Source: an optimization exercise on an open RTL-to-GDS flow (aim: small area). Production flows keep margins and buffers that such runs may drop. Where RTL was checked, it was by simulation tests only, not by an equivalence proof against the original. The clock input has no modelled driver; a real chip could not lean on it and would need a root buffer or a full tree. Power and IR drop assume default switching activity.

## bullsCows
module bullsCows (
    input logic [15:0] guess,
    input logic confirm,
    input logic clock,
    input logic reset,
    output logic [5:0] d1,
    output logic [5:0] d2,
    output logic [5:0] d3,
    output logic [5:0] d4,
    output logic [5:0] d5,
    output logic [5:0] d6,
    output logic [5:0] d7,
    output logic [5:0] d8,
    output logic [7:0] j1_count,
    output logic [7:0] j2_count
  );
  localparam logic [1:0] PS = 2'b00, PG = 2'b01, PD = 2'b10, PF = 2'b11;
  logic [1:0] ph;
  logic pl;
  logic [2:0] ndm;
  wire [1:0] dph = ~ndm[2:1];
  wire dpl = ~ndm[0];
  logic [15:0] secret_j1, secret_j2;
  logic [1:0] bulls;
  logic [2:0] cows;
  logic btn_prev, btn_tick;
  always @(posedge clock) begin
    btn_tick <= confirm & ~btn_prev;
    btn_prev <= confirm;
  end
  wire setup = (ph == PS);
  wire guessing = (ph == PG);
  wire selg = setup, sel1 = ~setup & pl, sel2 = ~setup & ~pl;
  wire [15:0] opb = (guess & {16{selg}}) | (secret_j1 & {16{sel1}}) | (secret_j2 & {16{sel2}});
  logic [15:0] eq;
  logic [3:0] bl, cw;
  genvar gi, gj;
  generate
    for (gi = 0; gi < 4; gi++) begin : g_i
      for (gj = 0; gj < 4; gj++) begin : g_j
        assign eq[4*gi+gj] = (guess[4*gi +: 4] == opb[4*gj +: 4]);
      end
      assign bl[gi] = eq[5*gi];
      assign cw[gi] = |(eq[4*gi +: 4] & ~(4'b0001 << gi));
    end
  endgenerate
  wire rep = |cw;
  wire win = &bl;
  wire [1:0] nb = bl[0] + bl[1] + bl[2] + bl[3];
  wire [2:0] nc = cw[0] + cw[1] + cw[2] + cw[3];
  always @(posedge clock) begin
    if (setup && !pl) secret_j1 <= guess;
    if (setup && pl) secret_j2 <= guess;
    if (!ph[1]) begin
      bulls <= nb;
      cows <= nc;
    end
  end
  logic [7:0] t1, t2;
  always_comb begin
    t1[0] = btn_tick & guessing & win & ~pl;
    t2[0] = btn_tick & guessing & win & pl;
    for (int k = 1; k < 8; k++) begin
      t1[k] = t1[k-1] & j1_count[k-1];
      t2[k] = t2[k-1] & j2_count[k-1];
    end
  end
  always @(posedge clock, posedge reset) begin
    if (reset) begin
      j1_count <= 0;
      j2_count <= 0;
    end else begin
      j1_count <= j1_count ^ t1;
      j2_count <= j2_count ^ t2;
    end
  end
  always @(posedge clock, posedge reset) begin
  ...
For scale: roughly 380 cells after synthesis, roughly 3300 um2 of cells after synthesis.
==> flow/config.mk <==
export PLATFORM = sky130hd
export DESIGN_NAME = bullsCows
export DESIGN_NICKNAME = bullsCows
export VERILOG_FILES = /design/flow/design.v
export SDC_FILE = /design/flow/constraint.sdc
export NUM_CORES = 4
export LEC_CHECK = 0
export CAP_MARGIN = 0
export CORE_MARGIN = 2
export CORE_UTILIZATION = 70
export SLEW_MARGIN = 0
==> flow/constraint.sdc <==
create_clock -name core_clock -period 5.0 [get_ports {clock}]
set_input_delay 1.0000 -clock core_clock [delete_from_list [all_inputs] [get_ports {clock}]]
set_output_delay 1.0000 -clock core_clock [all_outputs]
set_load 0.01 [all_outputs]
standard.sh (not shown) runs the stock make flow with config.mk's settings and CLKGATE_MAP_FILE= SYNTH_SCRIPT=/design/flow/synth_recipe.tcl, a recipe that flattens the netlist after the stock synthesis.
==> flow/flow/run.sh <==
#!/bin/bash
# Own layout flow: the standard synthesis, its combinational logic re-mapped
# for area (registers untouched), then the standard layout steps with the
# smallest buffer on each port and a smaller clock tree.
set -euo pipefail
work=$(pwd)
res=$work/orfs/results/$FLOW_PLATFORM/bullsCows/base
export LIB=$FLOW_HOME/platforms/sky130hd/lib/sky130_fd_sc_hd__tt_025C_1v80.lib
export BUFFER_PORTS_ARGS="-buffer_cell sky130_fd_sc_hd__buf_1"
if [[ -f flow/cts_args ]]; then export CTS_ARGS="$(cat flow/cts_args)"; fi

bash standard.sh "$res/1_2_yosys.v" > make_synth.log 2>&1
cp "$res/1_2_yosys.v" standard_synth.v
NETLIST_IN=$work/standard_synth.v NETLIST_OUT=$res/1_2_yosys.v ABC_SCRIPT=$work/flow/resynth.abc \
  yosys -c flow/resynth.tcl > yosys_resynth.log 2>&1
bash standard.sh > make_finish.log 2>&1
Other scripts of this flow, unchanged in this note and not shown: flow/flow/cts_args, flow/flow/resynth.abc, flow/flow/resynth.tcl
Then changed:
- CAP_MARGIN: 0 -> 20
- SLEW_MARGIN: 0 -> 20
Flip-flop and latch count does not change.
Cell area stays the same.
Power is unchanged.
Register-to-register slack is about the same.
Routed wire length does not change.
Die area stays the same.

========
The RTL this note starts from:
==> flow/design.v <==
module bullsCows (
    input logic [15:0] guess,
    input logic confirm,
    input logic clock,
    input logic reset,
    output logic [5:0] d1,
    output logic [5:0] d2,
    output logic [5:0] d3,
    output logic [5:0] d4,
    output logic [5:0] d5,
    output logic [5:0] d6,
    output logic [5:0] d7,
    output logic [5:0] d8,
    output logic [7:0] j1_count,
    output logic [7:0] j2_count
  );
  localparam logic [1:0] PS = 2'b00, PG = 2'b01, PD = 2'b10, PF = 2'b11;
  logic [1:0] ph;
  logic pl;
  logic [2:0] ndm;
  wire [1:0] dph = ~ndm[2:1];
  wire dpl = ~ndm[0];
  logic [15:0] secret_j1, secret_j2;
  logic [1:0] bulls;
  logic [2:0] cows;
  logic btn_prev, btn_tick;
  always @(posedge clock) begin
    btn_tick <= confirm & ~btn_prev;
    btn_prev <= confirm;
  end
  wire setup = (ph == PS);
  wire guessing = (ph == PG);
  wire selg = setup, sel1 = ~setup & pl, sel2 = ~setup & ~pl;
  wire [15:0] opb = (guess & {{12{selg}}, 4'b0000}) | (secret_j1 & {{12{sel1}}, {4{pl}}}) |
                    (secret_j2 & {{12{sel2}}, {4{~pl}}});
  logic [15:0] eq;
  logic [3:0] bl, cw;
  genvar gi, gj;
  generate
    for (gi = 0; gi < 4; gi++) begin : g_i
      for (gj = 0; gj < 4; gj++) begin : g_j
        assign eq[4*gi+gj] = (guess[4*gi +: 4] == opb[4*gj +: 4]);
      end
      assign bl[gi] = eq[5*gi];
      assign cw[gi] = |(eq[4*gi +: 4] & ~(4'b0001 << gi));
    end
  endgenerate
  wire rep = |(eq & 16'b0111_1011_1101_1110 & 16'hEEEE);
  wire win = &bl;
  wire [1:0] nb = bl[0] + bl[1] + bl[2] + bl[3];
  wire [2:0] nc = cw[0] + cw[1] + cw[2] + cw[3];
  always @(posedge clock) begin
    if (setup && !pl) secret_j1 <= guess;
    if (setup && pl) secret_j2 <= guess;
    if (!ph[1]) begin
      bulls <= nb;
      cows <= nc;
    end
  end
  logic [7:0] t1, t2;
  always_comb begin
    t1[0] = btn_tick & guessing & win & ~pl;
    t2[0] = btn_tick & guessing & win & pl;
    for (int k = 1; k < 8; k++) begin
      t1[k] = t1[k-1] & j1_count[k-1];
      t2[k] = t2[k-1] & j2_count[k-1];
    end
  end
  always @(posedge clock, posedge reset) begin
    if (reset) begin
      j1_count <= 0;
      j2_count <= 0;
    end else begin
      j1_count <= j1_count ^ t1;
      j2_count <= j2_count ^ t2;
    end
  end
  always @(posedge clock, posedge reset) begin
    if (reset) begin
      ph <= PS;
      pl <= 1'b0;
      ndm <= 3'b000;
    end else begin
      if (setup && btn_tick && rep) ndm <= 3'b000;
      else ndm <= ~{ph, pl};
      if (btn_tick) begin
        case (ph)
          PS: if (!rep) begin
                ph <= pl ? PG : PS;
                pl <= ~pl;
              end
          PG: if (win) begin
                ph <= PF;
                pl <= 1'b0;
              end else ph <= PD;
          PD: begin
                ph <= PG;
                pl <= ~pl;
              end
          default: ph <= PS;
        endcase
      end
    end
  end
  wire cT = (dph == PS);
  wire cG = (dph == PG);
  wire cD = (dph == PD);
  wire cF = (dph == PF) & ~dpl;
  wire cB = (dph == PF) & dpl;
  always_comb begin
    d1 = 6'b000000; d2 = 6'b000000; d3 = 6'b000000; d4 = 6'b000000;
    d5 = 6'b000000; d6 = 6'b000000; d7 = 6'b000000; d8 = 6'b000000;
    if (cB) begin
      d1 = 6'b100001; d2 = 6'b100001; d3 = 6'b100001; d4 = 6'b100001;
      d5 = 6'b100001; d6 = 6'b100001; d7 = 6'b100001; d8 = 6'b100001;
    end
    if (cT) begin
      d1 = 6'b111011; d2 = 6'b111001; d3 = 6'b101111; d4 = 6'b111101;
      d5 = 6'b101011; d6 = 6'b000001; d7 = dpl ? 6'b100101 : 6'b100011; d8 = 6'b110111;
    end
    if (cG) begin
      d7 = dpl ? 6'b100101 : 6'b100011; d8 = 6'b110111;
    end
    if (cD) begin
      d1 = 6'b110101; d2 = 6'b111001; d3 = 6'b000000; d4 = {2'b10, cows, 1'b1};
      d5 = 6'b100001; d6 = 6'b101111; d7 = 6'b000000; d8 = {3'b100, bulls, 1'b1};
    end
    if (cF) begin
      d1 = 6'b111101; d2 = 6'b101001; d3 = 6'b111101; d4 = 6'b101011;
      d5 = 6'b110011; d6 = 6'b110011; d7 = 6'b111001; d8 = 6'b110001;
    end
  end
endmodule
export LEC_CHECK = 0
export CAP_MARGIN = 20
export CORE_MARGIN = 2
export CORE_UTILIZATION = 70
export GPL_TIMING_DRIVEN = 0
export SLEW_MARGIN = 20
create_clock -name core_clock -period 5.0 [get_ports {clock}]
==> flow/flow/run.sh <==
#!/bin/bash
# Own layout flow: the standard synthesis, its combinational logic re-mapped
# for area (registers untouched), then the standard layout steps with the
# smallest buffer on each port and a smaller clock tree.
set -euo pipefail
work=$(pwd)
res=$work/orfs/results/$FLOW_PLATFORM/bullsCows/base
export LIB=$FLOW_HOME/platforms/sky130hd/lib/sky130_fd_sc_hd__tt_025C_1v80.lib
export BUFFER_PORTS_ARGS="-buffer_cell sky130_fd_sc_hd__buf_1"
if [[ -f flow/cts_args ]]; then export CTS_ARGS="$(cat flow/cts_args)"; fi
if [[ -f flow/pre_gpl.tcl ]]; then export PRE_GLOBAL_PLACE_TCL=$work/flow/pre_gpl.tcl; fi
if [[ -f flow/post_cts.tcl ]]; then
  export POST_CTS_TCL=$work/flow/post_cts.tcl
  export CLK_PORT_NET=clock
  export CLK_ROOT_BUF=sky130_fd_sc_hd__clkbuf_8
  export CLK_NBUF=4
fi

bash standard.sh "$res/1_2_yosys.v" > make_synth.log 2>&1
cp "$res/1_2_yosys.v" standard_synth.v
NETLIST_IN=$work/standard_synth.v NETLIST_OUT=$res/1_2_yosys.v ABC_SCRIPT=$work/flow/resynth.abc \
  yosys -c flow/resynth.tcl > yosys_resynth.log 2>&1
bash standard.sh > make_finish.log 2>&1
==> flow/flow/pre_gpl.tcl <==
remove_buffers
Other scripts of this flow, unchanged in this note and not shown: flow/flow/cts_args, flow/flow/post_cts.tcl, flow/flow/resynth.abc, flow/flow/resynth.tcl
Rerun with:
--- a/flow/flow/run.sh
+++ b/flow/flow/run.sh
@@ -11 +10,0 @@
-if [[ -f flow/pre_gpl.tcl ]]; then export PRE_GLOBAL_PLACE_TCL=$work/flow/pre_gpl.tcl; fi
Settings changed: GPL_TIMING_DRIVEN 0 to not set.
removed: flow/flow/pre_gpl.tcl
After rerunning:
- worst setup slack gets better by 0.27 ns
- wire length is lower by 5.9%
- global-route usage fell by 2.1 points
- clock skew rises by 0.012 ns
No run of this note takes its clock network from TritonCTS; it comes from the design's own scripts or RTL.

========
== JK ==
RTL: the design.v shown in full above, as it stands there.
Settings: LEC_CHECK=0, CAP_MARGIN=20, CORE_MARGIN=2, CORE_UTILIZATION=70, SLEW_MARGIN=20; clock period 5.0 ns.
==> flow/flow/run.sh <==
#!/bin/bash
# Own layout flow: the standard synthesis, its combinational logic re-mapped
# for area (registers untouched), then the standard layout steps with the
# smallest buffer on each port and a smaller clock tree.
set -euo pipefail
work=$(pwd)
res=$work/orfs/results/$FLOW_PLATFORM/bullsCows/base
export LIB=$FLOW_HOME/platforms/sky130hd/lib/sky130_fd_sc_hd__tt_025C_1v80.lib
export BUFFER_PORTS_ARGS="-buffer_cell sky130_fd_sc_hd__buf_1"
if [[ -f flow/cts_args ]]; then export CTS_ARGS="$(cat flow/cts_args)"; fi

bash standard.sh "$res/1_2_yosys.v" > make_synth.log 2>&1
cp "$res/1_2_yosys.v" standard_synth.v
NETLIST_IN=$work/standard_synth.v NETLIST_OUT=$res/1_2_yosys.v ABC_SCRIPT=$work/flow/resynth.abc \
  yosys -c flow/resynth.tcl > yosys_resynth.log 2>&1
bash standard.sh > make_finish.log 2>&1
==> flow/flow/resynth.abc <==
strash
&get -n
&fraig -x
&put
scorr
dc2
strash
dc2
dch -f
amap
topo
stime -c
Other scripts of this flow, unchanged in this note and not shown: flow/flow/cts_args, flow/flow/resynth.tcl
JK closes out successfully: all stages finished, all timing, DRC and antenna checks passed.
Modified inputs, MS compared to JK
==> flow/flow/resynth.abc <==
strash
balance -l
resub -K 6 -l
rewrite -l
resub -K 6 -N 2 -l
refactor -l
resub -K 8 -l
balance -l
resub -K 8 -N 2 -l
rewrite -l
resub -K 10 -l
rewrite -z -l
resub -K 10 -N 2 -l
balance -l
resub -K 12 -l
refactor -z -l
resub -K 12 -N 2 -l
rewrite -z -l
balance -l
dch -f
amap
topo
stime -c
--- outcome ---
Comparing JK and MS, the higher maximum cell stage delay along the critical path is on JK.
Sequential share of layout area, JK and MS: higher on MS
Measured against each other, JK and MS differ in worst path arrival time, the lower figure coming from JK.
Setup slack: MS less than JK
Row number of gates on the worst path with buffers counted: MS higher / JK lower
From JK to MS the numbers moved as follows: design area fell 0.94%; non-clock buffer area fraction after layout held.

========
Another version of the RTL of bullsCows (not shown whole).
For scale: ~360 cells after synthesis, about 61 flip-flops, ~83 I/O pins, ~3900 sq um of cells after synthesis.
## bullsCows
module bullsCows (
    input logic [15:0] guess,
    input logic confirm,
    input logic clock,
    input logic reset,
    output logic [5:0] d1,
    output logic [5:0] d2,
    output logic [5:0] d3,
    output logic [5:0] d4,
    output logic [5:0] d5,
    output logic [5:0] d6,
    output logic [5:0] d7,
    output logic [5:0] d8,
    output logic [7:0] j1_count,
    output logic [7:0] j2_count
  );
  localparam logic [1:0] PS = 2'b00, PG = 2'b01, PD = 2'b10, PF = 2'b11;
  logic [1:0] ph;
  logic pl;
  logic [1:0] dph;
  logic dpl;
  logic [15:0] secret_j1, secret_j2;
  logic [1:0] bulls;
  logic [2:0] cows;
  logic btn_prev, btn_tick;
  always @(posedge clock) begin
    btn_tick <= confirm & ~btn_prev;
    btn_prev <= confirm;
  end
  wire setup = (ph == PS);
  wire guessing = (ph == PG);
  wire [15:0] opb = setup ? guess : (pl ? secret_j1 : secret_j2);
  logic [15:0] eq;
  logic [3:0] bl, cw;
  genvar gi, gj;
  generate
    for (gi = 0; gi < 4; gi++) begin : g_i
      for (gj = 0; gj < 4; gj++) begin : g_j
        assign eq[4*gi+gj] = (guess[4*gi +: 4] == opb[4*gj +: 4]);
      end
      assign bl[gi] = eq[5*gi];
      assign cw[gi] = |(eq[4*gi +: 4] & ~(4'b0001 << gi));
    end
  endgenerate
  wire rep = |cw;
  wire win = &bl;
  wire [1:0] nb = bl[0] + bl[1] + bl[2] + bl[3];
  wire [2:0] nc = cw[0] + cw[1] + cw[2] + cw[3];
  always @(posedge clock) begin
  ...
Settings: LEC_CHECK=0, CAP_MARGIN=20, CORE_MARGIN=2, CORE_UTILIZATION=40, SLEW_MARGIN=20; clock period 5.0 ns.
==> flow/flow/run.sh <==
#!/bin/bash
# Standard layout, but with the smallest buffer on each input and output port.
set -euo pipefail
export BUFFER_PORTS_ARGS="-buffer_cell sky130_fd_sc_hd__buf_1"
bash standard.sh > make_finish.log 2>&1
The starting point ran to the end with no violations.
Then changed:
==> flow/flow/run.sh (replaced) <==
#!/bin/bash
# Standard layout, but with the smallest buffer on each input and output port,
# and power recovery (downsizing of non-critical gates) after global routing.
set -euo pipefail
export BUFFER_PORTS_ARGS="-buffer_cell sky130_fd_sc_hd__buf_1"
export RECOVER_POWER=100
bash standard.sh > make_finish.log 2>&1
Settings changed: CORE_UTILIZATION 40 to 70, CTS_BUF_LIST set to sky130_fd_sc_hd__clkbuf_4.
Effect: The changed run passed the timing, DRC and antenna checks; utilization goes up by 29 points; final area is lower by about 4.5%; hold slack is better by 0.0069 ns; final cell count drops by about 11%; synthesized cell count is unchanged.
Then changed:
Settings changed: CORE_UTILIZATION 70 to 40, CTS_BUF_LIST sky130_fd_sc_hd__clkbuf_4 to not set.
Design area increases by a few percent.
Area after synthesis stays the same.
Wire length came out higher by roughly a tenth.
Then changed:
Settings changed: CORE_UTILIZATION 40 to 70, CTS_BUF_LIST set to sky130_fd_sc_hd__clkbuf_8.
Outcome: Global-route usage came out higher by 9.5 points; worst setup slack improves by 0.050 ns; total power drops by a few percent; count of clock-buffer cells in the layout decreases by 3; routed wire length is lower by roughly a tenth; utilization went up by 31 points.
Function was not checked in any run of this note: the RTL went through the layout flow alone.

[re-timing with driven ports]
Ports are ideal in the flow. The routed layouts listed here were re-timed in OpenROAD.
Step 1: set_driving_cell puts a clkbuf_16 on clock and a buf_2 on each other input, an assumption about the parent block.
Step 2, shift: input delay + t, output delay - t, t = (earliest + latest rising clock arrival at the registers) / 2. This alone moves slack from input paths to output paths.
a / b / c = no drivers / after step 1 / after step 2; a / b = the first two.
run	t (ns)	slack for setup (ns)	worst setup path after step 2	latest minus earliest clock arrival (ns)	worst register clock-pin slew, ns
the first run of note 1	0.425	0.877 / 0.877 / 0.607	input to register	0.036 / 0.035	0.11 / 0.11
the second run of note 1	0.425	0.877 / 0.877 / 0.607	input to register	0.036 / 0.035	0.11 / 0.11
the first run of note 2	0.212	0.339 / 0.339 / 0.324	input to register	0.019 / 0.019	0.10 / 0.10
the second run of note 2	0.216	0.609 / 0.609 / 0.509	input to register	0.029 / 0.029	0.11 / 0.11
JK	0.415	1.119 / 1.119 / 0.773	input to register	0.029 / 0.029	0.10 / 0.10
MS	0.429	0.674 / 0.674 / 0.523	input to register	0.022 / 0.022	0.09 / 0.09
the first run of note 4	0.354	1.345 / 1.345 / 1.345	register to register	0.009 / 0.009	0.07 / 0.07
the second run of note 4	0.432	1.072 / 1.072 / 1.072	register to register	0.020 / 0.021	0.11 / 0.11
the third run of note 4	0.360	1.045 / 1.045 / 1.045	register to register	0.011 / 0.011	0.07 / 0.07
the fourth run of note 4	0.365	1.095 / 1.095 / 1.095	register to register	0.011 / 0.011	0.07 / 0.07
After both steps every run listed still meets setup and hold. The setup slack of JK, which loses most, moves by 0.000 ns with the drivers and by -0.346 ns with both steps.
